This design comes from an exercise in tuning for small area on the open sky130 flow, not from production work. At most, simulation tests tie the RTL to the original design; equivalence was not proved. Only the layout flow was run in runs 1 to 3; the RTL was not checked for function there.

==> flow/design.v <==
module CicInterpM5(
    input clock,
    input rst,                   
    output reg req,              
    input signed [19:0] x_real,  
    input signed [19:0] x_imag,
    output signed [15:0] y_real,   
    output signed [15:0] y_imag
    );
    reg [7:0] counter;
    reg [3:0] ev;            
    always @(posedge clock)
    begin
        if (rst)
        begin
            counter <= 0;
            req <= 0;
            ev <= 0;
        end
        else
        begin
            if (counter == 8'd199)
            begin
                counter <= 0;
                req <= 1'b1;
                if (ev != 4'd9) ev <= ev + 1'd1;
            end
            else
            begin
                counter <= counter + 1'd1;
                req <= 1'b0;
            end
        end
    end
    wire wr_new  = (counter >= 8'd174) && (counter <= 8'd193);    
    wire ser_b0  = (counter == 8'd174);                           
    wire ser_b1  = (counter == 8'd175);
    wire ser_b19 = (counter == 8'd193);                           
    wire ser_ext = (counter >= 8'd194) && (counter <= 8'd197);    
    wire [4:0] bidx = counter[4:0] - 5'd14;                       
    wire [3:0] ld;
    assign ld[0] = (counter == 8'd198);
    assign ld[1] = (counter == 8'd199);
    assign ld[2] = (counter == 8'd0) && (ev != 4'd0);
    assign ld[3] = (counter == 8'd1) && (ev != 4'd0);
    wire [4:0] mv = {ev >= 4'd9, ev >= 4'd8, ev >= 4'd7, ev >= 4'd6, ev >= 4'd5};
    wire [15:0] yr, yi;        
    cic_chan ch_r (.clk(clock), .rst(rst), .x(x_real), .wr_new(wr_new), .bidx(bidx),
                   .ser_b0(ser_b0), .ser_b1(ser_b1), .ser_b19(ser_b19), .ser_ext(ser_ext),
                   .ld(ld), .mv(mv), .y(yr));
    cic_chan ch_i (.clk(clock), .rst(rst), .x(x_imag), .wr_new(wr_new), .bidx(bidx),
                   .ser_b0(ser_b0), .ser_b1(ser_b1), .ser_b19(ser_b19), .ser_ext(ser_ext),
                   .ld(ld), .mv(mv), .y(yi));
    assign y_real = yr;
    assign y_imag = yi;
endmodule
module cic_chan(
    input clk,
    input rst,
    input [19:0] x,
    input wr_new,
    input [4:0] bidx,
    input ser_b0, ser_b1, ser_b19, ser_ext,
    input [3:0] ld,
    input [4:0] mv,
    output [15:0] y
    );
    reg [179:0] sr;
    wire lin = wr_new ? x[bidx] : sr[179];
    always @(posedge clk) sr <= {sr[178:0], lin};
    wire [4:0] tap = {sr[179], sr[159], sr[139], sr[119], sr[99]} & mv;
    reg [4:0] sgn;
    always @(posedge clk) if (ser_b19) sgn <= tap;
    wire [4:0] op = ser_ext ? sgn : tap;
    wire a0 = op[0], a1 = op[1], a2 = op[2], a3 = op[3], a4 = op[4];
    reg cp, cu, cv, cw, cr, a2d, ud1, ud2;
    wire cp_i = ser_b0 ? 1'b1 : cp;
    wire cu_i = ser_b0 ? 1'b1 : cu;
    wire cv_i = ser_b0 ? 1'b0 : cv;
    wire cw_i = ser_b0 ? 1'b0 : cw;
    wire cr_i = ser_b0 ? 1'b0 : cr;
    wire p = a2 ^ ~a1 ^ cp_i;
    wire u = p ^ ~a3 ^ cu_i;
    wire v = a0 ^ a4 ^ cv_i;
    wire a2s = ser_b0 ? 1'b0 : a2d;
    wire w = v ^ a2s ^ cw_i;
    wire u4 = (ser_b0 | ser_b1) ? 1'b0 : ud2;
    wire r = w ^ u4 ^ cr_i;
    always @(posedge clk)
    begin
        cp <= (a2 & ~a1) | (cp_i & (a2 ^ ~a1));
        cu <= (p & ~a3) | (cu_i & (p ^ ~a3));
        cv <= (a0 & a4) | (cv_i & (a0 ^ a4));
        cw <= (v & a2s) | (cw_i & (v ^ a2s));
        cr <= (w & u4) | (cr_i & (w ^ u4));
        a2d <= a2;
        ud1 <= u;
        ud2 <= ud1;
    end
    reg [23:0] d;
    always @(posedge clk) d <= {d[22:0], r};
    reg [9:0] y1s0;
    reg [9:0] y1s1;
    reg [3:0] y1s2;
    reg y1g3;    
    always @(posedge clk)
    begin
        if (rst)
        begin
            y1s0 <= 0;
            y1s1 <= 0;
            y1s2 <= 0;
            y1g3 <= 0;
        end
        else
        begin
            if (ld[0]) y1s0 <= {d[14], d[15], d[16], d[17], d[18], d[19], d[20], d[21], d[22], d[23]};
            if (ld[1]) y1s1 <= {d[5], d[6], d[7], d[8], d[9], d[10], d[11], d[12], d[13], d[14]};
            if (ld[2]) y1s2 <= {d[2], d[3], d[4], d[5]};
            if (ld[3]) y1g3 <= d[3];
        end
    end
    reg [9:0] y2s0;
    wire [9:0] n2s0;
    wire o2s0;
    reg [9:0] y2s1;
    wire [9:0] n2s1;
    wire o2s1;
    reg c2s1;
    reg [9:0] y2s2;
    wire [9:0] n2s2;
    wire o2s2;
    reg c2s2;
    reg [0:0] y2s3;
    wire [0:0] n2s3;
    wire o2s3;
    reg c2s3;
    reg [9:0] y3s0;
    wire [9:0] n3s0;
    wire o3s0;
    reg [9:0] y3s1;
    wire [9:0] n3s1;
    wire o3s1;
    reg c3s1;
    reg [9:0] y3s2;
    wire [9:0] n3s2;
    wire o3s2;
    reg c3s2;
    reg [6:0] y3s3;
    wire [6:0] n3s3;
    wire o3s3;
    reg c3s3;
    reg y3sd1;
    reg [9:0] y4s0;
    wire [9:0] n4s0;
    wire o4s0;
    reg [9:0] y4s1;
    wire [9:0] n4s1;
    wire o4s1;
    reg c4s1;
    reg [9:0] y4s2;
    wire [9:0] n4s2;
    wire o4s2;
    reg c4s2;
    reg [9:0] y4s3;
    wire [9:0] n4s3;
    wire o4s3;
    reg c4s3;
    reg [3:0] y4s4;
    wire [3:0] n4s4;
    wire o4s4;
    reg c4s4;
    reg [9:0] y5s0;
    wire [9:0] n5s0;
    wire o5s0;
    reg [9:0] y5s1;
    wire [9:0] n5s1;
    wire o5s1;
    reg c5s1;
    reg [9:0] y5s2;
    wire [9:0] n5s2;
    wire o5s2;
    reg c5s2;
    reg [9:0] y5s3;
    wire [9:0] n5s3;
    wire o5s3;
    reg c5s3;
    reg [10:0] y5s4;
    wire [10:0] n5s4;
    wire o5s4;
    reg c5s4;
    radd #(10) a2s0 (.a(y2s0), .b({y1s0[9], y1s0[8], y1s0[7], y1s0[6], y1s0[5], y1s0[4], y1s0[3], y1s0[2], y1s0[1], y1s0[0]}), .ci(1'b0), .s(n2s0), .co(o2s0));
    radd #(10) a2s1 (.a(y2s1), .b({y1s1[9], y1s1[8], y1s1[7], y1s1[6], y1s1[5], y1s1[4], y1s1[3], y1s1[2], y1s1[1], y1s1[0]}), .ci(c2s1), .s(n2s1), .co(o2s1));
    radd #(10) a2s2 (.a(y2s2), .b({y1s2[3], y1s2[3], y1s2[3], y1s2[3], y1s2[3], y1s2[3], y1s2[3], y1s2[2], y1s2[1], y1s2[0]}), .ci(c2s2), .s(n2s2), .co(o2s2));
    radd #(1) a2s3 (.a(y2s3), .b({y1g3}), .ci(c2s3), .s(n2s3), .co(o2s3));
    radd #(10) a3s0 (.a(y3s0), .b({y2s0[9], y2s0[8], y2s0[7], y2s0[6], y2s0[5], y2s0[4], y2s0[3], y2s0[2], y2s0[1], y2s0[0]}), .ci(1'b0), .s(n3s0), .co(o3s0));
    radd #(10) a3s1 (.a(y3s1), .b({y2s1[9], y2s1[8], y2s1[7], y2s1[6], y2s1[5], y2s1[4], y2s1[3], y2s1[2], y2s1[1], y2s1[0]}), .ci(c3s1), .s(n3s1), .co(o3s1));
    radd #(10) a3s2 (.a(y3s2), .b({y2s2[9], y2s2[8], y2s2[7], y2s2[6], y2s2[5], y2s2[4], y2s2[3], y2s2[2], y2s2[1], y2s2[0]}), .ci(c3s2), .s(n3s2), .co(o3s2));
    radd #(7) a3s3 (.a(y3s3), .b({y2s3[0], y2s3[0], y2s3[0], y2s3[0], y2s3[0], y2s3[0], y2s3[0]}), .ci(c3s3), .s(n3s3), .co(o3s3));
    radd #(10) a4s0 (.a(y4s0), .b({y3s0[9], y3s0[8], y3s0[7], y3s0[6], y3s0[5], y3s0[4], y3s0[3], y3s0[2], y3s0[1], y3s0[0]}), .ci(1'b0), .s(n4s0), .co(o4s0));
    radd #(10) a4s1 (.a(y4s1), .b({y3s1[9], y3s1[8], y3s1[7], y3s1[6], y3s1[5], y3s1[4], y3s1[3], y3s1[2], y3s1[1], y3s1[0]}), .ci(c4s1), .s(n4s1), .co(o4s1));
    radd #(10) a4s2 (.a(y4s2), .b({y3s2[9], y3s2[8], y3s2[7], y3s2[6], y3s2[5], y3s2[4], y3s2[3], y3s2[2], y3s2[1], y3s2[0]}), .ci(c4s2), .s(n4s2), .co(o4s2));
    radd #(10) a4s3 (.a(y4s3), .b({y3s3[6], y3s3[6], y3s3[6], y3s3[6], y3s3[5], y3s3[4], y3s3[3], y3s3[2], y3s3[1], y3s3[0]}), .ci(c4s3), .s(n4s3), .co(o4s3));
    radd #(4) a4s4 (.a(y4s4), .b({y3sd1, y3sd1, y3sd1, y3sd1}), .ci(c4s4), .s(n4s4), .co(o4s4));
    radd #(10) a5s0 (.a(y5s0), .b({y4s0[9], y4s0[8], y4s0[7], y4s0[6], y4s0[5], y4s0[4], y4s0[3], y4s0[2], y4s0[1], y4s0[0]}), .ci(1'b0), .s(n5s0), .co(o5s0));
    radd #(10) a5s1 (.a(y5s1), .b({y4s1[9], y4s1[8], y4s1[7], y4s1[6], y4s1[5], y4s1[4], y4s1[3], y4s1[2], y4s1[1], y4s1[0]}), .ci(c5s1), .s(n5s1), .co(o5s1));
    radd #(10) a5s2 (.a(y5s2), .b({y4s2[9], y4s2[8], y4s2[7], y4s2[6], y4s2[5], y4s2[4], y4s2[3], y4s2[2], y4s2[1], y4s2[0]}), .ci(c5s2), .s(n5s2), .co(o5s2));
    radd #(10) a5s3 (.a(y5s3), .b({y4s3[9], y4s3[8], y4s3[7], y4s3[6], y4s3[5], y4s3[4], y4s3[3], y4s3[2], y4s3[1], y4s3[0]}), .ci(c5s3), .s(n5s3), .co(o5s3));
    radd #(11) a5s4 (.a(y5s4), .b({y4s4[3], y4s4[3], y4s4[3], y4s4[3], y4s4[3], y4s4[3], y4s4[3], y4s4[3], y4s4[2], y4s4[1], y4s4[0]}), .ci(c5s4), .s(n5s4), .co(o5s4));
    always @(posedge clk)
    begin
        if (rst)
        begin
            y2s0 <= 10'd0;
            c2s1 <= 0;
            y2s1 <= 10'd0;
            c2s2 <= 0;
            y2s2 <= 10'd0;
            c2s3 <= 0;
            y2s3 <= 1'd0;
            y3s0 <= 10'd0;
            c3s1 <= 0;
            y3s1 <= 10'd0;
            c3s2 <= 0;
            y3s2 <= 10'd0;
            c3s3 <= 0;
            y3s3 <= 7'd0;
            y3sd1 <= 0;
            y4s0 <= 10'd0;
            c4s1 <= 0;
            y4s1 <= 10'd0;
            c4s2 <= 0;
            y4s2 <= 10'd0;
            c4s3 <= 0;
            y4s3 <= 10'd0;
            c4s4 <= 0;
            y4s4 <= 4'd0;
            y5s0 <= 10'd0;
            c5s1 <= 0;
            y5s1 <= 10'd0;
            c5s2 <= 0;
            y5s2 <= 10'd0;
            c5s3 <= 0;
            y5s3 <= 10'd16;
            c5s4 <= 0;
            y5s4 <= 11'd0;
        end
        else
        begin
            y2s0 <= n2s0;
            c2s1 <= o2s0;
            y2s1 <= n2s1;
            c2s2 <= o2s1;
            y2s2 <= n2s2;
            c2s3 <= o2s2;
            y2s3 <= n2s3;
            y3s0 <= n3s0;
            c3s1 <= o3s0;
            y3s1 <= n3s1;
            c3s2 <= o3s1;
            y3s2 <= n3s2;
            c3s3 <= o3s2;
            y3s3 <= n3s3;
            y3sd1 <= y3s3[6];
            y4s0 <= n4s0;
            c4s1 <= o4s0;
            y4s1 <= n4s1;
            c4s2 <= o4s1;
            y4s2 <= n4s2;
            c4s3 <= o4s2;
            y4s3 <= n4s3;
            c4s4 <= o4s3;
            y4s4 <= n4s4;
            y5s0 <= n5s0;
            c5s1 <= o5s0;
            y5s1 <= n5s1;
            c5s2 <= o5s1;
            y5s2 <= n5s2;
            c5s3 <= o5s2;
            y5s3 <= n5s3;
            c5s4 <= o5s3;
            y5s4 <= n5s4;
        end
    end
    reg ob39d1;
    reg ob38d1;
    reg ob37d1;
    reg ob36d1;
    reg ob35d1;
    always @(posedge clk)
    begin
        ob39d1 <= y5s3[9];
        ob38d1 <= y5s3[8];
        ob37d1 <= y5s3[7];
        ob36d1 <= y5s3[6];
        ob35d1 <= y5s3[5];
    end
    assign y = {y5s4[10], y5s4[9], y5s4[8], y5s4[7], y5s4[6], y5s4[5], y5s4[4], y5s4[3], y5s4[2], y5s4[1], y5s4[0], ob39d1, ob38d1, ob37d1, ob36d1, ob35d1};
endmodule
module cpl_cordic(
  input clock,
  input [31:0] frequency,
  input signed [15:0] in_data_I,
  input signed [15:0] in_data_Q,
  output signed [15:0] out_data_I,
  output signed [15:0] out_data_Q
  );
localparam WR = 23;    
localparam WZ = 20;    
localparam STG = 19;   
localparam WT = 32;
wire [WT-1:0] atan_table [1:WT-1];
assign atan_table[01] = 32'b00100101110010000000101000111011;  
assign atan_table[02] = 32'b00010011111101100111000010110111;  
assign atan_table[03] = 32'b00001010001000100010001110101000;  
assign atan_table[04] = 32'b00000101000101100001101010000110;  
assign atan_table[05] = 32'b00000010100010111010111111000011;  
assign atan_table[06] = 32'b00000001010001011110110000111101;  
assign atan_table[07] = 32'b00000000101000101111100010101010;  
assign atan_table[08] = 32'b00000000010100010111110010100111;  
assign atan_table[09] = 32'b00000000001010001011111001011101;  
assign atan_table[10] = 32'b00000000000101000101111100110000;  
assign atan_table[11] = 32'b00000000000010100010111110011000;  
assign atan_table[12] = 32'b00000000000001010001011111001100;  
assign atan_table[13] = 32'b00000000000000101000101111100110;  
assign atan_table[14] = 32'b00000000000000010100010111110011;  
assign atan_table[15] = 32'b00000000000000001010001011111010;  
assign atan_table[16] = 32'b00000000000000000101000101111101;  
assign atan_table[17] = 32'b00000000000000000010100010111110;  
assign atan_table[18] = 32'b00000000000000000001010001011111;  
assign atan_table[19] = 32'b00000000000000000000101000110000;  
assign atan_table[20] = 32'b00000000000000000000010100011000;  
assign atan_table[21] = 32'b00000000000000000000001010001100;  
assign atan_table[22] = 32'b00000000000000000000000101000110;  
assign atan_table[23] = 32'b00000000000000000000000010100011;  
assign atan_table[24] = 32'b00000000000000000000000001010001;  
assign atan_table[25] = 32'b00000000000000000000000000101001;  
assign atan_table[26] = 32'b00000000000000000000000000010100;  
assign atan_table[27] = 32'b00000000000000000000000000001010;  
assign atan_table[28] = 32'b00000000000000000000000000000101;  
assign atan_table[29] = 32'b00000000000000000000000000000011;  
assign atan_table[30] = 32'b00000000000000000000000000000001;  
assign atan_table[31] = 32'b00000000000000000000000000000001;  
reg [31:0] phase;
wire [31:0] phase_sum;
cadd #(.W(32), .B0(7), .B(7)) nco_add (.a(phase), .b(frequency), .ci(1'b0), .s(phase_sum));
always @(posedge clock)
  if (frequency == 32'd0)
    phase <= 32'd0;      
  else
    phase <= phase_sum;
reg [20:0] pd0, pd;
always @(posedge clock)
  begin
  pd0 <= phase[31:11];
  pd <= pd0;
  end
wire [1:0] quadrant = pd[20:19];
wire [16:0] i17 = {in_data_I[15], in_data_I};
wire [16:0] q17 = {in_data_Q[15], in_data_Q};
wire [16:0] in_p, in_m;
cadd #(.W(17), .B0(6), .B(6)) padd (.a(i17), .b(q17), .ci(1'b0), .s(in_p));
cadd #(.W(17), .B0(6), .B(6)) madd (.a(i17), .b(~q17), .ci(1'b1), .s(in_m));
wire [17:0] p18 = {in_p[16], in_p};
wire [17:0] m18 = {in_m[16], in_m};
wire [17:0] xv = quadrant[0] ? p18 : m18;
wire [17:0] yv = quadrant[0] ? m18 : p18;
wire xneg = quadrant[1] ^ quadrant[0];
wire yneg = quadrant[1];
wire [17:0] xlow, ylow;
assign xlow = {pfx_or18(xv[16:0]), 1'b0};
assign ylow = {pfx_or18(yv[16:0]), 1'b0};
function [16:0] pfx_or18;    
  input [16:0] v;
  integer lv, b;
  reg [16:0] t;
  begin
    t = v;
    for (lv = 1; lv < 17; lv = lv * 2)
      for (b = 16; b >= 0; b = b - 1)
        if ((b / lv) % 2 == 1)
          t[b] = t[b] | t[(b / lv) * lv - 1];
    pfx_or18 = t;
  end
endfunction
reg [WR-1:0] X [0:STG-1];
reg [WR-1:0] Y [0:STG-1];
reg [WZ-1:0] Z [0:STG-1];
always @(posedge clock)
  begin
  X[0] <= {xv ^ ({18{xneg}} & xlow), 5'b0};
  Y[0] <= {yv ^ ({18{yneg}} & ylow), 5'b0};
  Z[0] <= {~pd[18], ~pd[18], pd[17:0]};
  end
genvar n;
generate
  for (n = 0; n <= STG-3; n = n + 1)
    begin : stages
    wire [WR-1:0] X_shr = {{(n+1){X[n][WR-1]}}, X[n][WR-1:n+1]};
    wire [WR-1:0] Y_shr = {{(n+1){Y[n][WR-1]}}, Y[n][WR-1:n+1]};
    wire [WZ-2-n:0] atan = atan_table[n+1][WT-2-n:WT-WZ] + atan_table[n+1][WT-WZ-1];
    wire zs = Z[n][WZ-1-n];
    localparam LZ = (n == 0) ? 4 : (n == 1) ? 2 : 0;
    wire [WR-1:0] xn, yn;
    wire [WR-1:LZ] xnc, ync;
    cadd #(.W(WR-LZ), .B0(9), .B(7)) ax (.a(~X[n][WR-1:LZ]), .b(Y_shr[WR-1:LZ] ^ {(WR-LZ){zs}}), .ci(Y[n][n] ^ zs), .s(xnc));
    cadd #(.W(WR-LZ), .B0(9), .B(7)) ay (.a(~Y[n][WR-1:LZ]), .b(X_shr[WR-1:LZ] ^ {(WR-LZ){~zs}}),  .ci(X[n][n] ^ ~zs),  .s(ync));
    assign xn[WR-1:LZ] = ~xnc;
    assign yn[WR-1:LZ] = ~ync;
    if (LZ > 0)
      begin : lz
      assign xn[LZ-1:0] = {LZ{1'b0}};
      assign yn[LZ-1:0] = {LZ{1'b0}};
      end
    always @(posedge clock)
      begin
      X[n+1] <= xn;
      Y[n+1] <= yn;
      end
    if (n < STG-2)
      begin : angles
      wire [WZ-2-n:0] zn;
      cadd #(.W(WZ-1-n), .B0(7), .B(8)) az (.a(Z[n][WZ-2-n:0]), .b(atan ^ {(WZ-1-n){~zs}}), .ci(~zs), .s(zn));
      always @(posedge clock)
        Z[n+1][WZ-2-n:0] <= zn;
      end
    end
endgenerate
wire zs17 = Z[STG-2][WZ-1-(STG-2)];
wire [4:0] ux = Y[STG-2][WR-1:WR-5] ^ {5{~zs17}};
wire sux = Y[STG-2][WR-1] ^ ~zs17;
wire [4:0] uy = X[STG-2][WR-1:WR-5] ^ {5{zs17}};
wire suy = X[STG-2][WR-1] ^ zs17;
wire [6:0] lox, loy;
wire cox, coy;
radd #(7) lx (.a(X[STG-2][6:0]), .b({~sux, sux, ux}), .ci(Y[STG-2][STG-2] ^ ~zs17), .s(lox), .co(cox));
radd #(7) ly (.a(Y[STG-2][6:0]), .b({~suy, suy, uy}), .ci(X[STG-2][STG-2] ^ zs17),  .s(loy), .co(coy));
wire [15:0] xr, yr;
cinc #(16) ix (.a(X[STG-2][WR-1:7]), .ci(cox), .s(xr));
cinc #(16) iy (.a(Y[STG-2][WR-1:7]), .ci(coy), .s(yr));
assign out_data_I = xr;
assign out_data_Q = yr;
endmodule
module tx_upconverter(
  input clk,
  input rst,
  input [31:0] frequency,
  input signed [19:0] x_real,
  input signed [19:0] x_imag,
  output req,
  output signed [15:0] out_I,
  output signed [15:0] out_Q
  );
  wire signed [15:0] y2_r, y2_i;
  CicInterpM5 in2 (
    .clock(clk),
    .rst(rst),
    .req(req),
    .x_real(x_real),
    .x_imag(x_imag),
    .y_real(y2_r),
    .y_imag(y2_i)
    );
  cpl_cordic cordic_inst (
    .clock(clk),
    .frequency(frequency),
    .in_data_I(y2_i),
    .in_data_Q(y2_r),
    .out_data_I(out_I),
    .out_data_Q(out_Q)
    );
endmodule
module cadd #(parameter W = 23, parameter B0 = 12, parameter B = 11) (
  input  [W-1:0] a,
  input  [W-1:0] b,
  input          ci,
  output [W-1:0] s
  );
  wire [W:0] c;       
  wire [W-1:0] s0;    
  wire [W-1:0] ones;  
  wire [W-1:0] bc;    
  assign c[0] = ci;
  genvar i;
  generate
    for (i = 0; i < W; i = i + 1) begin : g
      if (i < B0) begin : lo
        assign s0[i] = a[i] ^ b[i] ^ c[i];
        assign c[i+1] = (a[i] & b[i]) | (c[i] & (a[i] ^ b[i]));
        assign ones[i] = 1'b0;
        assign bc[i] = 1'b0;
        assign s[i] = s0[i];
      end else if (((i - B0) % B) == 0) begin : st
        assign s0[i] = a[i] ^ b[i];
        assign c[i+1] = a[i] & b[i];
        assign ones[i] = 1'b1;
        if (i == B0) begin : f
          assign bc[i] = c[i];
        end else begin : n
          assign bc[i] = c[i] | (bc[i-1] & ones[i-1] & s0[i-1]);
        end
        assign s[i] = s0[i] ^ bc[i];
      end else begin : md
        assign s0[i] = a[i] ^ b[i] ^ c[i];
        assign c[i+1] = (a[i] & b[i]) | (c[i] & (a[i] ^ b[i]));
        assign ones[i] = ones[i-1] & s0[i-1];
        assign bc[i] = bc[i-1];
        assign s[i] = s0[i] ^ (bc[i] & ones[i]);
      end
    end
  endgenerate
endmodule
module radd #(parameter W = 13) (
  input  [W-1:0] a,
  input  [W-1:0] b,
  input          ci,
  output [W-1:0] s,
  output         co
  );
  wire [W:0] c;
  assign c[0] = ci;
  genvar i;
  generate
    for (i = 0; i < W; i = i + 1) begin : g
      assign s[i] = a[i] ^ b[i] ^ c[i];
      assign c[i+1] = (a[i] & b[i]) | (c[i] & (a[i] ^ b[i]));
    end
  endgenerate
  assign co = c[W];
endmodule
module cinc #(parameter W = 16) (
  input  [W-1:0] a,
  input          ci,
  output [W-1:0] s
  );
  wire [W:0] p;
  assign p[0] = 1'b1;
  genvar i;
  generate
    for (i = 0; i < W; i = i + 1) begin : g
      assign s[i] = a[i] ^ (ci & p[i]);
      assign p[i+1] = p[i] & a[i];
    end
  endgenerate
endmodule
==> flow/run.sh <==
#!/bin/bash
# synth_recipe.tcl (not shown) runs the flow's synth.tcl, then flattens the netlist and writes it again
# the make line also repeats each setting of config.mk as NAME=value (left out here)
make -C /OpenROAD-flow-scripts/flow DESIGN_CONFIG=/design/flow/config.mk WORK_HOME=/design/flow/orfs CLKGATE_MAP_FILE= SYNTH_SCRIPT=/design/flow/synth_recipe.tcl finish
==> flow/config.mk <==
export PLATFORM = sky130hd
export DESIGN_NAME = tx_upconverter
export DESIGN_NICKNAME = tx_upconverter
export VERILOG_FILES = /design/flow/design.v
export SDC_FILE = /design/flow/constraint.sdc
export NUM_CORES = 4
export LEC_CHECK = 0
export CAP_MARGIN = 20
export CORE_MARGIN = 2
export CORE_UTILIZATION = 60
export CTS_CLUSTER_DIAMETER = 100
export CTS_CLUSTER_SIZE = 30
export SLEW_MARGIN = 20
==> flow/constraint.sdc <==
create_clock -name core_clock -period 6.0 [get_ports {clk}]
set_input_delay 1.2000 -clock core_clock [delete_from_list [all_inputs] [get_ports {clk}]]
set_output_delay 1.2000 -clock core_clock [all_outputs]
set_load 0.01 [all_outputs]
==> reports/qor.txt, run 1 <==
DRC: 0
number of global-route vias before repair: 46600
Clk Tree Root Cell: clkbuf_16
HP Class: flop to flop
share of cells above drive strength 1: 0.113
commonest cells in the netlist: dfxtp_1 (1936), fa_1 (1168), inv_1 (848)
Final Cycle Share: 0.986
Routed Antenna Nets: 0
CP endpoint kind: flop
R2R Path End: cordic_inst.Y[7][22]$_DFF_P_
largest area contributor in the netlist: dfxtp_1
initial antenna violation count: 1
crit path max fanout: 2
IO buf count: 106
Gate Count Post-Synth: 6895
reg-to-reg startpoint: cordic_inst.Z[6][13]$_DFF_P_
final worst setup slack: 0.0839 ns
max-slew violation count: 0
hold wc startpoint: in2.ch_i.sr[65]$_DFF_P_
most common cell in the synthesized netlist: dfxtp_1
number of flops mapped to enable cells by yosys: 10
placer's final routability congestion estimate: 0.878
WS Path Type: input port to flop
Die Wd: 386 um
minimum clock period after layout: 5.92 ns
R2R cell count: 20
Fin. Hold Viols: 0
Post-Route WL: 132 mm
vias after detailed routing: 42800
Hold Path End: in2.ch_i.sr[66]$_DFF_P_
HPWL after DPL: 105 mm
CP arrival: 6.51 ns
CTS sink cnt: 1946
Post-Syn Area per Cell: 12.7 um^2
Post-DP Area: 92500 um^2
Hold Path Stages: 0
Chip Height: 386 um
DP Worst Slack: -1.13 ns
final setup violating endpoints: 0
H-tree levels: 3
gr usage total: 0.187
cell area after synthesis: 87300 um^2
# nets final: 8696
CP Data Required Time: 6.60 ns
worst slew pin tran: 1.02 ns
register bit total from synthesis: 1946
max capacitance violation total: 0
hold_buf cts: 0
Area contributors post-synth: dfxtp_1 (44%), fa_1 (27%), xnor2_1 (5.9%)
Core ar.: 144000 um^2
asr flop ratio synth: 0
TritonCTS clock tree: done
Vias/cell: 4.71
Worst R2R Setup Slack: 0.20 ns
Pre-antenna DRT Iters: 5
Synth warnings: 9
setup_tns: 0 ns
share of the synthesized area in the top cell type: 0.444
first-pass GRT wire length: 227 mm
Netlist cell types: 67
Peak Freq: 0.169 GHz
Primary FF master, synth: dfxtp_1
RSZ-0062 raised after global routing: true
Worst-path clk slew: 0.11 ns
starting DRC count in detailed routing: 1435
sequential area share after synthesis: 0.447
status: no timing/DRC/antenna violations
Slew HR: 0.316
Synthesized Nets: 8430
WL per Instance: 14.5 um
Top Ports: 107
grt total ovfl: 0
row count: 139
Clk Latency, worst-skew pair: 0.72 ns
die area: 149000 um^2
finished layout cell area: 95900 um^2
Fill cells: 11000
CTS Buf Count: 76
largest net degree at the start of global routing: 173
CTS Buffer Depth: 3
startpoint class of the critical path: input port
n_diodes: 0
P&R area growth vs syn: 9.82%
Initial Util: 0.606
clock skew: 0.0445 ns
-- through the flow --
step | hold WS [ns] | utilization | instances
after floorplan | 0.310 | - | 6895
after global placement | 0.311 | 0.643 | 8934
after detailed placement | 0.312 | 0.643 | 8934
after CTS | 0.307 | 0.659 | 9051
after global routing | 0.305 | 0.666 | 9094
final | 0.306 | 0.666 | 9094
-- cells in the final DEF, fill, tap and decap left out, types with 9 or more instances in the layout --
cell type        Yosys  routed
nand2b_1           155     138
dfxtp_4              0      14
buf_4                0     215
and2_1              18      18
nand2b_4             0      16
ha_1               293     284
fa_1              1168     911
mux4_2              12      12
nor3_1             102      26
or3_4                0      14
nor2_2               0      21
and3_1              13      13
nand2_2              0       9
mux2_2              12      12
nor3_4               0      21
clkbuf_1           103      15
dfxtp_1           1936    1918
nand3_1             28      27
a21oi_1             64      64
nor2b_1            349     346
fa_2                 0     257
nor3_2               0      55
xor2_1             465     465
edfxtp_1            10      10
o21ai_0            106     106
inv_1              848     837
xnor2_1            589     586
nand3b_1            32      32
inv_2                0      10
clkbuf_16            0      76
clkdlybuf4s50_1      0     100
nand4_1             15      15
mux2i_1             29      29
nor4_1              13      12
nor2_1             185     161
nand2_1            211     202
-- final cells by class --
type,instances,area (um^2),share of cell area
tap,1903,2380,0.0248
inverter,849,3190,0.0333
sequential,1946,39100,0.408
clock inverter,16,285,0.00297
multi-input combinational,3959,46100,0.481
timing repair buffer,329,2810,0.0293
clock buffer,92,1970,0.0206
-- how the worst max path moves through the flow --
stage	slack, ns	start	depth (start not counted)	endpoint
CTS	-0.01	frequency[8]	27	cordic_inst.phase[31]$_SDFF_PN0_
floorplan	-0.27	frequency[7]	27	cordic_inst.phase[31]$_SDFF_PN0_
finish	0.08	frequency[7]	28	cordic_inst.phase[31]$_SDFF_PN0_
global route	-0.05	frequency[7]	28	cordic_inst.phase[31]$_SDFF_PN0_
global placement	-1.04	frequency[0]	31	cordic_inst.phase[31]$_SDFF_PN0_
detailed placement	-1.13	frequency[0]	31	cordic_inst.phase[31]$_SDFF_PN0_
-- metal layers --
metal  wire length [um]  track usage  share of wire  vias to the layer above
li1                   -            -              -                    21300
met1              59900        0.253           0.45                    21200
met5                  0            0              0                        -
met3               2640       0.0217          0.020                      130
met2              66500        0.325           0.50                      224
met4               2720       0.0398          0.021                        0
-- worst max-delay path, stage by stage --
cell,delay (ns)
buf_8,0.08
ha_4,0.11
inv_2,0.03
fa_2,0.33
fa_2,0.35
fa_2,0.35
fa_2,0.36
fa_2,0.39
fa_1,0.48
inv_2,0.07
ha_2,0.15
nand2b_4,0.11
and3b_1,0.17
nand2b_1,0.09
or3_4,0.39
nor2_4,0.12
ha_2,0.17
nand2b_4,0.11
and3b_1,0.18
nand2b_1,0.09
or3_4,0.40
nor2_4,0.14
ha_4,0.13
or2_4,0.12
nand3_4,0.07
nor2_4,0.13
xnor2_1,0.12
nor2_1,0.05
-- flip-flops by register name (all words and copies together) (netlist names), 11 cells and up --
name and cells:
cordic_inst.phase 32, in2.ch_r.d 24, cordic_inst.Z 204, in2.ch_r.y5s4 11, in2.ch_i.d 24, in2.ch_r.sr 180, cordic_inst.Y 403, cordic_inst.pd 21
in2.ch_i.y5s4 11, cordic_inst.pd0 21, cordic_inst.X 402, in2.ch_i.sr 180
-- cell families after synthesis --
kind of cell / after synthesis / synth area share
buffers and inverters: 990 / 0.0426
adders and majority gates: 1461 / 0.310
DFF: 1946 / 0.447
and+or+nand+nor: 1170 / 0.0718
xor gates and xnor gates: 1055 / 0.106
AOI/OAI and AO/OA: 220 / 0.0147
muxes: 53 / 0.00797
-- timing repair --
| item | 4_1_cts | 5_1_grt |
|---|---|---|
| resized for setup | 34 | 181 |
| setup endpoints to repair | 45 | 118 |
| pin swaps | 30 | 179 |
| setup buffers | 9 | 43 |
| endpoints found under the hold margin | 0 | 0 |
==> run 2, diff against run 1 <==
--- a/flow/design.v
+++ b/flow/design.v
@@ -403,8 +403,8 @@
     localparam LZ = (n == 0) ? 4 : (n == 1) ? 2 : 0;
     wire [WR-1:0] xn, yn;
     wire [WR-1:LZ] xnc, ync;
-    cadd #(.W(WR-LZ), .B0(9), .B(7)) ax (.a(~X[n][WR-1:LZ]), .b(Y_shr[WR-1:LZ] ^ {(WR-LZ){zs}}), .ci(Y[n][n] ^ zs), .s(xnc));
-    cadd #(.W(WR-LZ), .B0(9), .B(7)) ay (.a(~Y[n][WR-1:LZ]), .b(X_shr[WR-1:LZ] ^ {(WR-LZ){~zs}}),  .ci(X[n][n] ^ ~zs),  .s(ync));
+    cadd #(.W(WR-LZ), .B0(8), .B(7)) ax (.a(~X[n][WR-1:LZ]), .b(Y_shr[WR-1:LZ] ^ {(WR-LZ){zs}}), .ci(Y[n][n] ^ zs), .s(xnc));
+    cadd #(.W(WR-LZ), .B0(8), .B(7)) ay (.a(~Y[n][WR-1:LZ]), .b(X_shr[WR-1:LZ] ^ {(WR-LZ){~zs}}),  .ci(X[n][n] ^ ~zs),  .s(ync));
     assign xn[WR-1:LZ] = ~xnc;
     assign yn[WR-1:LZ] = ~ync;
     if (LZ > 0)
==> run 2 against run 1 <==
Against the previous run:
- clock skew is 0.0049 ns lower
- sequential share of layout area down 0.33 points
- utilization shrank 0.26 points
- synthesized cell count grew 1.9%
- critical path depth is 2 lower
- worst setup slack gained 0.0073 ns
- non-clock buffer count shrank 10
==> reports/qor.txt, run 2 <==
Critical-path top delay cell: fa_1
Pre-antenna DRT Iters: 5 (unchanged)
clock skew: 0.0396 ns (-0.00490 ns)
sequential area share after synthesis: 0.443 (-0.00394)
Synth warnings: 9 (unchanged)
row count: 140 (+0.72%)
HPWL after DPL: 105 mm (+0.21%)
met2 usage in global routing: 0.317 (-0.00819)
Die Wd: 387 um (+0.44%)
n_diodes: 0 (unchanged)
gr usage total: 0.185 (-0.00161)
R2R cell count: 24 (+20%)
Post-Syn Area per Cell: 12.5 um^2 (-0.96%)
post-synthesis compound-gate area fraction: 0.0144 (-0.000357)
HP Class: flop to flop
Slew HR: 0.370 (+0.0539)
max-slew violation count: 0 (unchanged)
Gate Count Post-Synth: 7024 (+1.9%)
status: no timing/DRC/antenna violations
number of flops mapped to enable cells by yosys: 10 (unchanged)
max reg flops: 403 (unchanged)
placer's final routability congestion estimate: 0.829 (-5.6%)
largest area contributor in the netlist: dfxtp_1
Clk Latency, worst-skew pair: 0.75 ns (+0.03 ns)
Largest Register: cordic_inst.Y
multiplexer area fraction after synthesis: 0.00770 (-0.000269)
Fin Hold WS: 0.311 ns (+0.00484 ns)
Top Ports: 107 (unchanged)
dominant delay contributor by cell family on the critical path: adder cells
worst path buffer plus inverter count: 3 (unchanged)
largest net degree at the start of global routing: 153 (-12%)
Final Cycle Share: 0.985 (-0.00121)
Simple-Gate Fraction of Synth Area: 0.0785 (+0.00672)
P&R area growth vs syn: 9.73% (about the same)
crit path max fanout: 3 (+1)
CP arrival: 6.54 ns (+0.03 ns)
Primary FF master, synth: dfxtp_1
Core ar.: 146000 um^2 (+1.2%)
leading cell types in the layout, fill and taps excluded: dfxtp_1 (1919), fa_1 (941), inv_1 (898)
Vias/cell: 4.69 (-0.32%)
met1 Usage GRT: 0.256 (+0.00253)
most frequent CP cell: fa_2
Routed Antenna Nets: 0 (unchanged)
die area: 150000 um^2 (+0.88%)
IO buf count: 106 (unchanged)
R2R Path End: cordic_inst.Y[10][22]$_DFF_P_
starting DRC count in detailed routing: 1343 (-6.4%)
WS Path Type: input port to flop
top flop regs: cordic_inst.Y: 403 flops, cordic_inst.X: 402 flops, cordic_inst.Z: 204 flops
Worst-path clk slew: 0.11 ns (about the same)
number of global-route vias before repair: 46600 (+0.090%)
layer with the highest usage: met2
commonest non-fill, non-tap cell in the layout: dfxtp_1
asr flop ratio synth: 0 (unchanged)
Hold Path Stages: 0 (unchanged)
CP Data Required Time: 6.63 ns (+0.03 ns)
Chip Height: 387 um (+0.44%)
CP endpoint kind: flop
grt total ovfl: 0 (unchanged)
final setup violating endpoints: 0 (unchanged)
CTS sink cnt: 1946 (unchanged)
slowest stage delay, CP: 0.46 ns (-0.02 ns)
reg-to-reg startpoint: cordic_inst.Z[9][10]$_DFF_P_
Fill cells: 11200 (+1.4%)
Peak Freq: 0.169 GHz (+0.12%)
Synthesized Nets: 8589 (+1.9%)
hold_buf cts: 0 (unchanged)
Netlist cell types: 71 (+6.0%)
startpoint class of the critical path: input port
final worst setup slack: 0.0911 ns (+0.00727 ns)
H-tree levels: 3 (unchanged)
Worst R2R Setup Slack: 0.22 ns (+0.02 ns)
Clk Tree Root Cell: clkbuf_16
Fin. Hold Viols: 0 (unchanged)
commonest cells in the netlist: dfxtp_1 (1936), fa_1 (1168), inv_1 (906)
max capacitance violation total: 0 (unchanged)
DP Worst Slack: -1.12 ns (+0.00667 ns)
initial antenna violation count: 3 (+2)
hold wc startpoint: in2.ch_i.sr[111]$_DFF_P_
CTS Buffer Depth: 3 (unchanged)
adder-cell area share of the yosys netlist: 0.311 (+0.00153)
Hold Path End: in2.ch_i.sr[112]$_DFF_P_
most common cell in the synthesized netlist: dfxtp_1
first-pass GRT wire length: 229 mm (+1.2%)
Post-Route WL: 133 mm (+0.72%)
CTS Buf Count: 76 (unchanged)
post-synthesis xor/xnor area fraction: 0.0999 (-0.00599)
share of the synthesized area in the top cell type: 0.440 (-0.00391)
register bit total from synthesis: 1946 (unchanged)
TritonCTS clock tree: done
RSZ-0062 raised after global routing: true
cell area after synthesis: 88100 um^2 (+0.89%)
vias after detailed routing: 43300 (+1.0%)
Initial Util: 0.605 (-0.00190)
main combinational cell family by area after synthesis: adder cells
GRT met3 Usage: 0.0214 (-0.000296)
DRC: 0 (unchanged)
WL per Instance: 14.4 um (-0.63%)
share of cells above drive strength 1: 0.108 (-0.00498)
worst slew pin tran: 0.943 ns (-0.0792 ns)
# nets final: 8842 (+1.7%)
minimum clock period after layout: 5.91 ns (-0.00727 ns)
Area contributors post-synth: dfxtp_1 (44%), fa_1 (27%), xnor2_1 (5.4%)
[run 2: how the worst max path moves through the flow]
stage,startpoint,to,cells past startpoint
6_report,frequency[7],cordic_inst.phase[28]$_SDFF_PN0_,26
5_1_grt,cordic_inst.Z[6][13]$_DFF_P_,cordic_inst.Y[7][22]$_DFF_P_,23
4_1_cts,cordic_inst.Z[8][11]$_DFF_P_,cordic_inst.Y[9][22]$_DFF_P_,22
3_5_place_dp,frequency[0],cordic_inst.phase[31]$_SDFF_PN0_,31
3_3_place_gp,frequency[0],cordic_inst.phase[31]$_SDFF_PN0_,31
2_1_floorplan,frequency[7],cordic_inst.phase[31]$_SDFF_PN0_,27
[run 2: final cells by class]
cell class / instances / area (um^2) / area share
Tap cell: 1917 / 2400 / 0.0248
Timing Repair Buffer: 319 / 2730 / 0.0282
Clock buffer: 90 / 2000 / 0.0207
Inverter: 906 / 3400 / 0.0352
Sequential cell: 1946 / 39100 / 0.405
Multi-Input combinational cell: 4028 / 46800 / 0.484
Clock inverter: 12 / 284 / 0.00294
[run 2: what timing repair did]
action,4_1_cts,5_1_grt
hold endpoints to repair,0,0
resized for setup,47,178
buffers inserted,6,32
endpoints found under the setup margin,26,81
pin swaps,18,123
[run 2: logic make-up (layout without fill, tap and decap cells)]
family          Yosys count  after routing
compound gates          214            214
xor+xnor               1005           1005
fa+ha+maj              1491           1491
buf+inv                1050           1327
flops                  1946           1946
mux                      51             51
simple gates           1267           1267
[run 2: per-layer routing]
layer	vias up	wire length (um)
met1	21300	61000
met3	145	2560
met2	226	66400
li1	21600	-
met4	0	2780
met5	-	0
[run 2: metrics by stage]
stage,util,cells,TNS [ns],cell area [um^2]
after floorplan,-,7024,-1.17,89400
after global placement,0.640,9078,-6.41,93200
after detailed placement,0.640,9078,-7.90,93200
after CTS,0.657,9186,0,95700
after global routing,0.663,9218,-0.341,96700
final,0.663,9218,0,96700
==> run 3, diff against run 2 <==
--- a/flow/design.v
+++ b/flow/design.v
@@ -403,8 +403,8 @@
     localparam LZ = (n == 0) ? 4 : (n == 1) ? 2 : 0;
     wire [WR-1:0] xn, yn;
     wire [WR-1:LZ] xnc, ync;
-    cadd #(.W(WR-LZ), .B0(8), .B(7)) ax (.a(~X[n][WR-1:LZ]), .b(Y_shr[WR-1:LZ] ^ {(WR-LZ){zs}}), .ci(Y[n][n] ^ zs), .s(xnc));
-    cadd #(.W(WR-LZ), .B0(8), .B(7)) ay (.a(~Y[n][WR-1:LZ]), .b(X_shr[WR-1:LZ] ^ {(WR-LZ){~zs}}),  .ci(X[n][n] ^ ~zs),  .s(ync));
+    cadd #(.W(WR-LZ), .B0(6), .B(8)) ax (.a(~X[n][WR-1:LZ]), .b(Y_shr[WR-1:LZ] ^ {(WR-LZ){zs}}), .ci(Y[n][n] ^ zs), .s(xnc));
+    cadd #(.W(WR-LZ), .B0(6), .B(8)) ay (.a(~Y[n][WR-1:LZ]), .b(X_shr[WR-1:LZ] ^ {(WR-LZ){~zs}}),  .ci(X[n][n] ^ ~zs),  .s(ync));
     assign xn[WR-1:LZ] = ~xnc;
     assign yn[WR-1:LZ] = ~ync;
     if (LZ > 0)
==> run 3 against run 2 <==
Against the previous run:
- still clean
- synthesized cell count is 2.7% higher
- sequential cell count unchanged
- via count grew 1.8%
- area after synthesis grew 1.1%
- count of clock-buffer cells in the layout shrank 6
==> reports/qor.txt, run 3 <==
status: no timing/DRC/antenna violations
Netlist cell types: 71 (unchanged)
Gate Count Post-Synth: 7213 (+2.7%)
Fin. Hold Viols: 0 (unchanged)
Peak Freq: 0.170 GHz (+0.21%)
cell area after synthesis: 89100 um^2 (+1.1%)
initial antenna violation count: 0 (-3)
asr flop ratio synth: 0 (unchanged)
most common cell in the synthesized netlist: dfxtp_1
clock skew: 0.0261 ns (-0.0134 ns)
WL per Instance: 14.2 um (-1.4%)
Synth warnings: 9 (unchanged)
CTS Buffer Depth: 3 (unchanged)
row count: 141 (+0.71%)
share of cells above drive strength 1: 0.0564 (-0.0511)
max reg flops: 403 (unchanged)
DRC: 0 (unchanged)
Hold Path Stages: 0 (unchanged)
Die Wd: 389 um (+0.55%)
CTS sink cnt: 1946 (unchanged)
leading cell types in the layout, fill and taps excluded: dfxtp_1 (1923), fa_1 (1152), inv_1 (971)
crit path max fanout: 4 (+1)
TritonCTS clock tree: done
max-slew violation count: 0 (unchanged)
finished layout cell area: 96300 um^2 (-0.40%)
first-pass GRT wire length: 229 mm (-0.20%)
Post-DP Area: 93200 um^2 (about the same)
largest area contributor in the netlist: dfxtp_1
max capacitance violation total: 0 (unchanged)
starting DRC count in detailed routing: 1461 (+8.8%)
CTS Buf Count: 76 (unchanged)
Worst-path clk slew: 0.10 ns (about the same)
Clk Tree Root Cell: clkbuf_16
CP endpoint kind: flop
Chip Height: 389 um (+0.55%)
worst path buffer plus inverter count: 4 (+1)
placer's final routability congestion estimate: 0.865 (+4.4%)
HPWL after DPL: 106 mm (+0.97%)
Initial Util: 0.604 (about the same)
P&R area growth vs syn: 8.09%
RSZ-0062 raised after global routing: true
n_diodes: 0 (unchanged)
slowest stage delay, CP: 0.45 ns (about the same)
number of global-route vias before repair: 47200 (+1.1%)
share of the synthesized area in the top cell type: 0.435 (-0.00484)
Core ar.: 147000 um^2 (+1.2%)
Critical Path Stages: 27 (+3.8%)
DP Worst Slack: -1.16 ns (-0.0426 ns)
Area contributors post-synth: dfxtp_1 (44%), fa_1 (26%), xnor2_1 (5.6%)
startpoint class of the critical path: input port
most frequent CP cell: fa_2
WS Path Type: input port to flop
commonest non-fill, non-tap cell in the layout: dfxtp_1
vias after detailed routing: 44000 (+1.8%)
hold_buf cts: 0 (unchanged)
register bit total from synthesis: 1946 (unchanged)
R2R cell count: 26 (+8.3%)
Slew HR: 0.315 (-0.0552)
CP Data Required Time: 6.60 ns (-0.03 ns)
Clk Latency, worst-skew pair: 0.74 ns (about the same)
largest net degree at the start of global routing: 155 (+1.3%)
Pre-antenna DRT Iters: 5 (unchanged)
H-tree levels: 3 (unchanged)
Worst R2R Setup Slack: 0.24 ns (+0.02 ns)
final worst setup slack: 0.103 ns (+0.0122 ns)
# nets final: 8970 (+1.4%)
dominant delay contributor by cell family on the critical path: adder cells
number of flops mapped to enable cells by yosys: 10 (unchanged)
IO buf count: 106 (unchanged)
CP arrival: 6.49 ns (-0.05 ns)
HP Class: flop to flop
Primary FF master, synth: dfxtp_1
top flop regs: cordic_inst.Y: 403 flops, cordic_inst.X: 402 flops, cordic_inst.Z: 204 flops
grt total ovfl: 0 (unchanged)
final setup violating endpoints: 0 (unchanged)
worst slew pin tran: 1.02 ns (+0.0813 ns)
commonest cells in the netlist: dfxtp_1 (1936), fa_1 (1168), inv_1 (977)
minimum clock period after layout: 5.90 ns (-0.0122 ns)
Synthesized Nets: 8778 (+2.2%)
sequential area share after synthesis: 0.438 (-0.00488)
Vias/cell: 4.71 (+0.25%)
gr usage total: 0.183 (-0.00193)
Fin Hold WS: 0.327 ns (+0.0160 ns)
die area: 152000 um^2 (+1.1%)
Largest Register: cordic_inst.Y
Final Cycle Share: 0.983 (-0.00204)
Critical-path top delay cell: fa_1
Top Ports: 107 (unchanged)
Routed Antenna Nets: 0 (unchanged)
Post-Syn Area per Cell: 12.3 um^2 (-1.5%)
Post-Route WL: 133 mm (+0.12%)
-- run 3: cell count changes after synthesis, moves of 8 or more --
cell,before,now
a21oi_1,59,71
and3_1,15,7
clkbuf_1,110,102
inv_1,906,977
nand2_1,234,197
nor2_1,154,248
nor2b_1,365,301
nor4_1,12,51
o21ai_0,108,119
or2_2,41,8
or3_1,17,45
xnor2_1,540,571
xor2_1,465,508
-- run 3: layout make-up --
class / count / area, um^2
well taps: 1930 / 2410
multi-input cells: 4145 / 46400
clock inverters: 15 / 319
repair buffers: 258 / 2360
flip-flops and latches: 1946 / 39100
fillers: 11500 / 51200
clock buffers: 84 / 1970
inverters: 978 / 3680
-- run 3: final timing paths --
path / endpoint / startpoint
min: in2.ch_r.sr[52]$_DFF_P_ / in2.ch_r.sr[51]$_DFF_P_
max reg2reg: cordic_inst.phase[28]$_SDFF_PN0_ / cordic_inst.phase[7]$_SDFF_PN0_
max: cordic_inst.phase[28]$_SDFF_PN0_ / frequency[7]
min reg2reg: in2.ch_r.sr[52]$_DFF_P_ / in2.ch_r.sr[51]$_DFF_P_
-- run 3: worst reg2reg max path, stage by stage, from the launching register on --
cell	delay, ns
dfxtp_1	0.39
ha_4	0.15
inv_2	0.03
fa_2	0.33
fa_2	0.37
fa_2	0.36
fa_2	0.36
fa_2	0.35
fa_1	0.45
inv_1	0.07
ha_2	0.15
nand2b_4	0.11
and3b_1	0.17
nand2b_1	0.10
or3_4	0.40
nor2_4	0.12
ha_2	0.17
nand2b_4	0.11
and3b_1	0.19
nand2b_1	0.08
or3_4	0.39
nor2_4	0.12
ha_2	0.16
or2_4	0.13
buf_6	0.10
ha_4	0.18
nor2b_1	0.11
-- run 3: cells by family (layout without fill, tap and decap cells) --
group / after synthesis / count (layout) / share of synthesized area
flops: 1946 / 1946 / 0.438
fa+ha+maj: 1491 / 1491 / 0.308
simple gates: 1288 / 1288 / 0.0778
buf+inv: 1122 / 1335 / 0.0476
xor+xnor: 1079 / 1079 / 0.106
compound gates: 237 / 237 / 0.0150
mux: 50 / 50 / 0.00716
-- run 3: metal layers --
layer / vias up / wire length (um) / GRT usage
met5: - / 0 / 0
met4: 0 / 3260 / 0.0445
met2: 257 / 65900 / 0.314
li1: 22100 / - / -
met1: 21500 / 61200 / 0.252
met3: 162 / 2470 / 0.0198
-- run 3: what timing repair did --
action | CTS | global route
pin swaps | 26 | 31
setup buffers | 3 | 29
resized for setup | 20 | 116
endpoints found under the setup margin | 9 | 67
cloned | 0 | 0
-- run 3: stage by stage --
step	utilization	cells	setup TNS, ns
floorplan	-	7213	-1.12
global placement	0.632	9225	-7.04
detailed placement	0.632	9225	-7.39
CTS	0.648	9327	0
global route	0.653	9356	-0.316
finish	0.653	9356	0
==> run 4, diff against run 3 <==
--- a/flow/design.v
+++ b/flow/design.v
@@ -403,8 +403,8 @@
     localparam LZ = (n == 0) ? 4 : (n == 1) ? 2 : 0;
     wire [WR-1:0] xn, yn;
     wire [WR-1:LZ] xnc, ync;
-    cadd #(.W(WR-LZ), .B0(6), .B(8)) ax (.a(~X[n][WR-1:LZ]), .b(Y_shr[WR-1:LZ] ^ {(WR-LZ){zs}}), .ci(Y[n][n] ^ zs), .s(xnc));
-    cadd #(.W(WR-LZ), .B0(6), .B(8)) ay (.a(~Y[n][WR-1:LZ]), .b(X_shr[WR-1:LZ] ^ {(WR-LZ){~zs}}),  .ci(X[n][n] ^ ~zs),  .s(ync));
+    cadd #(.W(WR-LZ), .B0(7), .B(8)) ax (.a(~X[n][WR-1:LZ]), .b(Y_shr[WR-1:LZ] ^ {(WR-LZ){zs}}), .ci(Y[n][n] ^ zs), .s(xnc));
+    cadd #(.W(WR-LZ), .B0(7), .B(8)) ay (.a(~Y[n][WR-1:LZ]), .b(X_shr[WR-1:LZ] ^ {(WR-LZ){~zs}}),  .ci(X[n][n] ^ ~zs),  .s(ync));
     assign xn[WR-1:LZ] = ~xnc;
     assign yn[WR-1:LZ] = ~ync;
     if (LZ > 0)
==> run 4 against run 3 <==
Against the previous run:
- synthesized cell count down 1.3%
- count of clock-buffer cells in the layout shrank 1
- clock skew is 0.016 ns higher
- still clean
- register-to-register slack about the same
- final area is 0.69% lower
- critical path type unchanged
- utilization is 0.25 points higher
- sequential cell count unchanged
- non-clock buffer count rose by 14
- via count shrank 1.5%
- maximum frequency decreased by 0.24%
==> reports/qor.txt, run 4 <==
cell area after synthesis: 88400 um^2 (-0.75%)
Fill cells: 11400 (-0.84%)
Gate Count Post-Synth: 7120 (-1.3%)
Chip Height: 388 um (-0.37%)
Pre-antenna DRT Iters: 5 (unchanged)
Vias/cell: 4.68 (-0.48%)
Synth warnings: 9 (unchanged)
Clk Latency, worst-skew pair: 0.73 ns (about the same)
grt total ovfl: 0 (unchanged)
Core ar.: 146000 um^2 (-1.1%)
reg-to-reg startpoint: cordic_inst.phase[7]$_SDFF_PN0_
Slew HR: 0.293 (-0.0224)
# nets final: 8857 (-1.3%)
final worst setup slack: 0.0894 ns (-0.0140 ns)
register bit total from synthesis: 1946 (unchanged)
H-tree levels: 3 (unchanged)
fin util: 0.655 (+0.00246)
Storage cell area: 39100 um^2 (about the same)
initial antenna violation count: 1 (+1)
final setup violating endpoints: 0 (unchanged)
commonest cells in the netlist: dfxtp_1 (1936), fa_1 (1168), inv_1 (916)
Synthesized Nets: 8655 (-1.4%)
largest area contributor in the netlist: dfxtp_1
CP arrival: 6.52 ns (+0.03 ns)
CP Data Required Time: 6.61 ns (about the same)
TritonCTS clock tree: done
Worst R2R Setup Slack: 0.23 ns (about the same)
Clk Tree Root Cell: clkbuf_16
P&R area growth vs syn: 8.16% (about the same)
max capacitance violation total: 0 (unchanged)
Largest Register: cordic_inst.Y
number of global-route vias before repair: 46900 (-0.59%)
CTS sink cnt: 1946 (unchanged)
Netlist cell types: 67 (-5.6%)
Hold Path Stages: 0 (unchanged)
minimum clock period after layout: 5.91 ns (+0.0140 ns)
R2R Path End: cordic_inst.phase[31]$_SDFF_PN0_
CP endpoint kind: flop
Primary FF master, synth: dfxtp_1
CTS Buf Count: 76 (unchanged)
Post-Syn Area per Cell: 12.4 um^2 (+0.54%)
largest net degree at the start of global routing: 164 (+5.8%)
finished layout cell area: 95600 um^2 (-0.69%)
n_diodes: 0 (unchanged)
asr flop ratio synth: 0 (unchanged)
Area contributors post-synth: dfxtp_1 (44%), fa_1 (26%), xnor2_1 (6.2%)
commonest non-fill, non-tap cell in the layout: dfxtp_1
leading cell types in the layout, fill and taps excluded: dfxtp_1 (1918), fa_1 (1130), inv_1 (910)
WL per Instance: 14.3 um (+0.49%)
vias after detailed routing: 43400 (-1.5%)
Top Ports: 107 (unchanged)
clock skew: 0.0423 ns (+0.0161 ns)
status: no timing/DRC/antenna violations
R2R cell count: 27 (+3.8%)
share of the synthesized area in the top cell type: 0.438 (+0.00330)
area of the multi-input gates: 46100 um^2 (-0.82%)
most frequent CP cell: fa_2
sequential area share after synthesis: 0.442 (+0.00333)
Peak Freq: 0.169 GHz (-0.24%)
startpoint class of the critical path: input port
share of cells above drive strength 1: 0.0663 (+0.00990)
Worst-path clk slew: 0.10 ns (about the same)
Hold Path End: in2.ch_r.sr[80]$_DFF_P_
Die Wd: 388 um (-0.37%)
Final Cycle Share: 0.985 (+0.00233)
HPWL after DPL: 106 mm (about the same)
CTS Buffer Depth: 3 (unchanged)
dominant delay contributor by cell family on the critical path: simple AND/OR/NAND/NOR gates
max-slew violation count: 0 (unchanged)
crit path max fanout: 4 (unchanged)
Post-Route WL: 132 mm (-0.54%)
hold_buf cts: 0 (unchanged)
number of flops mapped to enable cells by yosys: 10 (unchanged)
Post-DP Area: 92700 um^2 (-0.55%)
hold wc startpoint: in2.ch_r.sr[79]$_DFF_P_
worst slew pin tran: 1.06 ns (+0.0364 ns)
IO buf count: 106 (unchanged)
Initial Util: 0.606 (+0.00191)
Routed Antenna Nets: 0 (unchanged)
gr usage total: 0.184 (+0.00111)
die area: 150000 um^2 (-0.75%)
row count: 140 (-0.71%)
worst path buffer plus inverter count: 2 (-2)
first-pass GRT wire length: 228 mm (-0.32%)
starting DRC count in detailed routing: 1395 (-4.5%)
Critical Path Stages: 29 (+7.4%)
DRC: 0 (unchanged)
top flop regs: cordic_inst.Y: 403 flops, cordic_inst.X: 402 flops, cordic_inst.Z: 204 flops
placer's final routability congestion estimate: 0.876 (+1.2%)
Fin. Hold Viols: 0 (unchanged)
DP Worst Slack: -1.11 ns (+0.0573 ns)
max reg flops: 403 (unchanged)
RSZ-0062 raised after global routing: true
WS Path Type: input port to flop
Critical-path top delay cell: or4_4
HP Class: flop to flop
most common cell in the synthesized netlist: dfxtp_1
slowest stage delay, CP: 0.55 ns (+0.10 ns)
==> run 4: timing repair <==
| action | 4_1_cts | 5_1_grt |
|---|---|---|
| endpoints found under the setup margin | 17 | 78 |
| setup buffers | 3 | 11 |
| pin swaps | 11 | 37 |
| gates resized for setup | 15 | 155 |
==> run 4: cell families (layout without fill, tap and decap cells) <==
group                    after synthesis  count (layout)  synth area share
flip-flops                          1946            1946             0.442
adder cells (fa/ha/maj)             1461            1461             0.306
AND/OR/NAND/NOR                     1262            1262            0.0741
XOR/XNOR                            1123            1123             0.111
buffers and inverters               1065            1288            0.0455
AO/OA/AOI/OAI                        212             212            0.0141
multiplexers                          51              51           0.00735
==> run 4: metrics by stage <==
step / std cells / TNS [ns] / hold slack (ns)
6_report: 9260 / 0 / 0.314
5_1_grt: 9260 / -0.375 / 0.320
4_1_cts: 9249 / 0 / 0.322
3_5_place_dp: 9147 / -6.48 / 0.312
3_3_place_gp: 9147 / -5.83 / 0.311
2_1_floorplan: 7120 / -0.984 / 0.310
==> run 4: how the worst max path moves through the flow <==
stage,startpoint,end,slack (ns)
after floorplan,frequency[7],cordic_inst.phase[31]$_SDFF_PN0_,-0.28
after global placement,frequency[7],cordic_inst.phase[30]$_SDFF_PN0_,-1.07
after detailed placement,frequency[7],cordic_inst.phase[30]$_SDFF_PN0_,-1.11
after CTS,frequency[7],cordic_inst.phase[30]$_SDFF_PN0_,0.008
after global routing,frequency[0],cordic_inst.phase[31]$_SDFF_PN0_,-0.11
final,frequency[0],cordic_inst.phase[31]$_SDFF_PN0_,0.09
==> run 4: cell type report <==
type,count,share of cell area
multi-input cells,4109,0.482
flip-flops and latches,1946,0.409
inverters,917,0.0360
well taps,1917,0.0251
repair buffers,272,0.0249
clock buffers,83,0.0203
clock inverters,16,0.00307
==> run 4: layer usage <==
metal	vias to the layer above	GRT usage	routed length, um
li1	21800	-	-
met1	21200	0.251	60600
met2	230	0.317	65900
met3	149	0.0206	2380
met4	0	0.0457	3340
met5	-	0	0
==> run 5, diff against run 4 <==
--- a/flow/design.v
+++ b/flow/design.v
@@ -402,11 +402,8 @@
     wire zs = Z[n][WZ-1-n];
     localparam LZ = (n == 0) ? 4 : (n == 1) ? 2 : 0;
     wire [WR-1:0] xn, yn;
-    wire [WR-1:LZ] xnc, ync;
-    cadd #(.W(WR-LZ), .B0(7), .B(8)) ax (.a(~X[n][WR-1:LZ]), .b(Y_shr[WR-1:LZ] ^ {(WR-LZ){zs}}), .ci(Y[n][n] ^ zs), .s(xnc));
-    cadd #(.W(WR-LZ), .B0(7), .B(8)) ay (.a(~Y[n][WR-1:LZ]), .b(X_shr[WR-1:LZ] ^ {(WR-LZ){~zs}}),  .ci(X[n][n] ^ ~zs),  .s(ync));
-    assign xn[WR-1:LZ] = ~xnc;
-    assign yn[WR-1:LZ] = ~ync;
+    cadd #(.W(WR-LZ), .B0(7), .B(8)) ax (.a(X[n][WR-1:LZ]), .b(Y_shr[WR-1:LZ] ^ {(WR-LZ){~zs}}), .ci(Y[n][n] ^ ~zs), .s(xn[WR-1:LZ]));
+    cadd #(.W(WR-LZ), .B0(7), .B(8)) ay (.a(Y[n][WR-1:LZ]), .b(X_shr[WR-1:LZ] ^ {(WR-LZ){zs}}),  .ci(X[n][n] ^ zs),  .s(yn[WR-1:LZ]));
     if (LZ > 0)
       begin : lz
       assign xn[LZ-1:0] = {LZ{1'b0}};
==> run 5 against run 4 <==
Against the previous run:
- sequential share of layout area grew 0.057 points
- largest cell class unchanged
- via count up 0.51%
- count of clock-buffer cells in the layout did not move
==> reports/qor.txt, run 5 <==
status: no timing/DRC/antenna violations
Core ar.: 148000 um^2 (+1.2%)
P&R area growth vs syn: 6.90%
register bit total from synthesis: 1946 (unchanged)
Inst Count DP: 9234 (+0.95%)
IO buf count: 106 (unchanged)
commonest non-fill, non-tap cell in the layout: dfxtp_1
row count: 141 (+0.71%)
Top Ports: 107 (unchanged)
main combinational cell family by area after synthesis: adder cells
asr flop ratio synth: 0 (unchanged)
Synthesized Nets: 8803 (+1.7%)
Fill cells: 11600 (+1.5%)
placer's final routability congestion estimate: 0.836 (-4.5%)
WL per Instance: 13.9 um (-2.7%)
CTS sink cnt: 1946 (unchanged)
Layout Cells excl Fill: 9338 (+0.84%)
CP Data Required Time: 6.61 ns (about the same)
share of cells above drive strength 1: 0.0424 (-0.0239)
Vias/cell: 4.67 (-0.33%)
Gate Count Post-Synth: 7267 (+2.1%)
CP endpoint kind: flop
crit path max fanout: 3 (-1)
Routed Antenna Nets: 0 (unchanged)
Post-Route WL: 130 mm (-1.9%)
post-synthesis compound-gate area fraction: 0.0103 (-0.00378)
startpoint class of the critical path: input port
n_diodes: 0 (unchanged)
Peak Freq: 0.174 GHz (+2.7%)
Post-Syn Area per Cell: 12.3 um^2 (-1.1%)
minimum clock period after layout: 5.76 ns (-0.153 ns)
grt total ovfl: 0 (unchanged)
number of global-route vias before repair: 46800 (-0.28%)
Hold Path Stages: 0 (unchanged)
Clk Latency, worst-skew pair: 0.72 ns (about the same)
max capacitance violation total: 0 (unchanged)
clock skew: 0.0418 ns (-0.000408 ns)
die area: 152000 um^2 (+0.95%)
starting DRC count in detailed routing: 1342 (-3.8%)
initial antenna violation count: 0 (-1)
vias after detailed routing: 43600 (+0.51%)
Chip Height: 390 um (+0.48%)
Fin Hold WS: 0.325 ns (+0.0112 ns)
Synth warnings: 9 (unchanged)
TritonCTS clock tree: done
finished layout cell area: 95400 um^2 (-0.21%)
number of flops mapped to enable cells by yosys: 10 (unchanged)
Largest Register: cordic_inst.Y
Clk Tree Root Cell: clkbuf_16
R2R cell count: 18 (-33%)
DRC: 0 (unchanged)
commonest cells in the netlist: dfxtp_1 (1936), fa_1 (1168), inv_1 (1089)
Simple-Gate Fraction of Synth Area: 0.0717 (-0.00236)
CTS Buffer Depth: 3 (unchanged)
most common cell in the synthesized netlist: dfxtp_1
worst slew pin tran: 1.03 ns (-0.0334 ns)
Initial Util: 0.604 (-0.00140)
max-slew violation count: 0 (unchanged)
max reg flops: 403 (unchanged)
adder-cell area share of the yosys netlist: 0.303 (-0.00278)
Die Wd: 390 um (+0.48%)
sequential area share after synthesis: 0.438 (-0.00422)
leading cell types in the layout, fill and taps excluded: dfxtp_1 (1922), fa_1 (1157), inv_1 (1088)
final setup violating endpoints: 0 (unchanged)
largest area contributor in the netlist: dfxtp_1
first-pass GRT wire length: 226 mm (-1.0%)
Netlist cell types: 73 (+9.0%)
Area contributors post-synth: dfxtp_1 (43%), fa_1 (26%), xnor2_1 (6.6%)
Primary FF master, synth: dfxtp_1
largest net degree at the start of global routing: 146 (-11%)
CTS Buf Count: 77 (+1.3%)
share of the synthesized area in the top cell type: 0.434 (-0.00418)
multiplexer area fraction after synthesis: 0.00697 (-0.000378)
Slew HR: 0.315 (+0.0223)
post-synthesis xor/xnor area fraction: 0.118 (+0.00668)
gr usage total: 0.180 (-0.00403)
HP Class: flop to flop
H-tree levels: 3 (unchanged)
HPWL after DPL: 105 mm (-0.74%)
WS Path Type: input port to flop
Worst R2R Setup Slack: 0.38 ns (+0.15 ns)
Final Cycle Share: 0.960 (-0.0256)
hold_buf cts: 0 (unchanged)
Pre-antenna DRT Iters: 4 (-1)
Post-DP Area: 93100 um^2 (+0.42%)
Worst-path clk slew: 0.11 ns (about the same)
Fin. Hold Viols: 0 (unchanged)
# nets final: 8922 (+0.73%)
cell area after synthesis: 89300 um^2 (+0.96%)
top flop regs: cordic_inst.Y: 403 flops, cordic_inst.X: 402 flops, cordic_inst.Z: 204 flops
CP arrival: 6.37 ns (-0.15 ns)
==> run 5: area by class of cell <==
type	count	area, um^2	area share
Sequential cell	1946	39100	0.410
Timing Repair Buffer	185	1750	0.0183
Tap cell	1930	2410	0.0253
Multi-Input combinational cell	4086	45800	0.480
Clock inverter	18	353	0.00370
Inverter	1090	4110	0.0430
Clock buffer	83	1960	0.0205
==> run 5: cell families (layout without fill, tap and decap cells) <==
group                    Yosys count  after routing
flip-flops                      1946           1946
adder cells (fa/ha/maj)         1462           1462
buffers and inverters           1235           1376
AND/OR/NAND/NOR                 1228           1228
XOR/XNOR                        1201           1201
AO/OA/AOI/OAI                    149            149
multiplexers                      46             46
==> run 5: final timing paths <==
kind / startpoint / endpoint
setup reg to reg: in2.ch_r.ob35d1$_DFF_P_ / cordic_inst.Y[0][22]$_DFF_P_
hold reg to reg: in2.ch_r.sr[173]$_DFF_P_ / in2.ch_r.sr[174]$_DFF_P_
hold / removal: in2.ch_r.sr[173]$_DFF_P_ / in2.ch_r.sr[174]$_DFF_P_
setup / recovery: frequency[7] / cordic_inst.phase[31]$_SDFF_PN0_
==> run 5: layer usage <==
metal  GRT usage  routed length (um)  vias to the layer above
met2       0.312               64300                      207
met5           0                   0                        -
met4      0.0452                2780                        0
met1       0.245               60000                    21300
met3      0.0188                2490                      140
li1            -                   -                    21900
==> run 5: worst max-delay path: stages <==
cell and delay [ns]:
clkbuf_2 0.11, ha_4 0.12, inv_2 0.03, fa_2 0.33
fa_2 0.36, fa_2 0.35, fa_2 0.35, fa_2 0.43
nor4_2 0.28, buf_4 0.15, ha_2 0.15, nand2b_4 0.11
and3b_1 0.17, nand2b_1 0.07, or3_4 0.35, nor2_4 0.12
ha_2 0.17, nand2b_4 0.12, and3b_1 0.17, nand2b_1 0.09
or3_4 0.36, nor2_4 0.14, ha_4 0.13, or2_4 0.11
nand3_2 0.09, nor2_4 0.13, xnor2_1 0.12, nor2_1 0.05
==> run 5: stage by stage <==
step | setup WS, ns | util | TNS, ns
after floorplan | -0.267 | - | -0.901
after global placement | -1.08 | 0.630 | -6.39
after detailed placement | -1.11 | 0.630 | -6.73
after CTS | 0.0159 | 0.646 | 0
after global routing | -0.00274 | 0.646 | -0.00274
final | 0.243 | 0.646 | 0
==> run 5: what timing repair did <==
action,CTS,global route
buffers inserted,1,2
resized for setup,6,15
setup endpoints to repair,4,17
pin swaps,11,2

==> separate check: timing with driven ports <==
How much do the figures lean on ideal ports? The routed layouts below were timed once more, with nothing changed but the port constraints. Step 1: set_driving_cell puts a clkbuf_16 on clk and a buf_2 on each other input, an assumption about the parent block. Step 2 adds t to the input delays and takes it off the output delays; t is the mean of the earliest and latest rising clock arrival at the registers after step 1. Input paths then give back, and output paths get back, about the clock's delay inside the block. Three values: no drivers, after step 1, after step 2; two values: the first two.
| run | shift t [ns] | slack for setup (ns) | slew at the worst register clock pin (ns) | worst slew at a driven data input, ns |
|---|---|---|---|---|
| run 1 | 0.779 | 0.084 / 0.095 / -0.684 | 0.12 / 0.12 | 0.06 |
| run 2 | 0.801 | 0.091 / 0.136 / -0.666 | 0.12 / 0.12 | 0.06 |
| run 3 | 0.792 | 0.103 / 0.130 / -0.662 | 0.11 / 0.11 | 0.06 |
| run 4 | 0.790 | 0.089 / 0.115 / -0.676 | 0.12 / 0.12 | 0.06 |
| run 5 | 0.784 | 0.243 / 0.294 / -0.490 | 0.12 / 0.12 | 0.07 |
Met with ideal ports but missed after step 2: setup timing in every run listed. The setup slack of run 1, which loses most, moves by +0.011 ns with the drivers and by -0.768 ns with both steps.
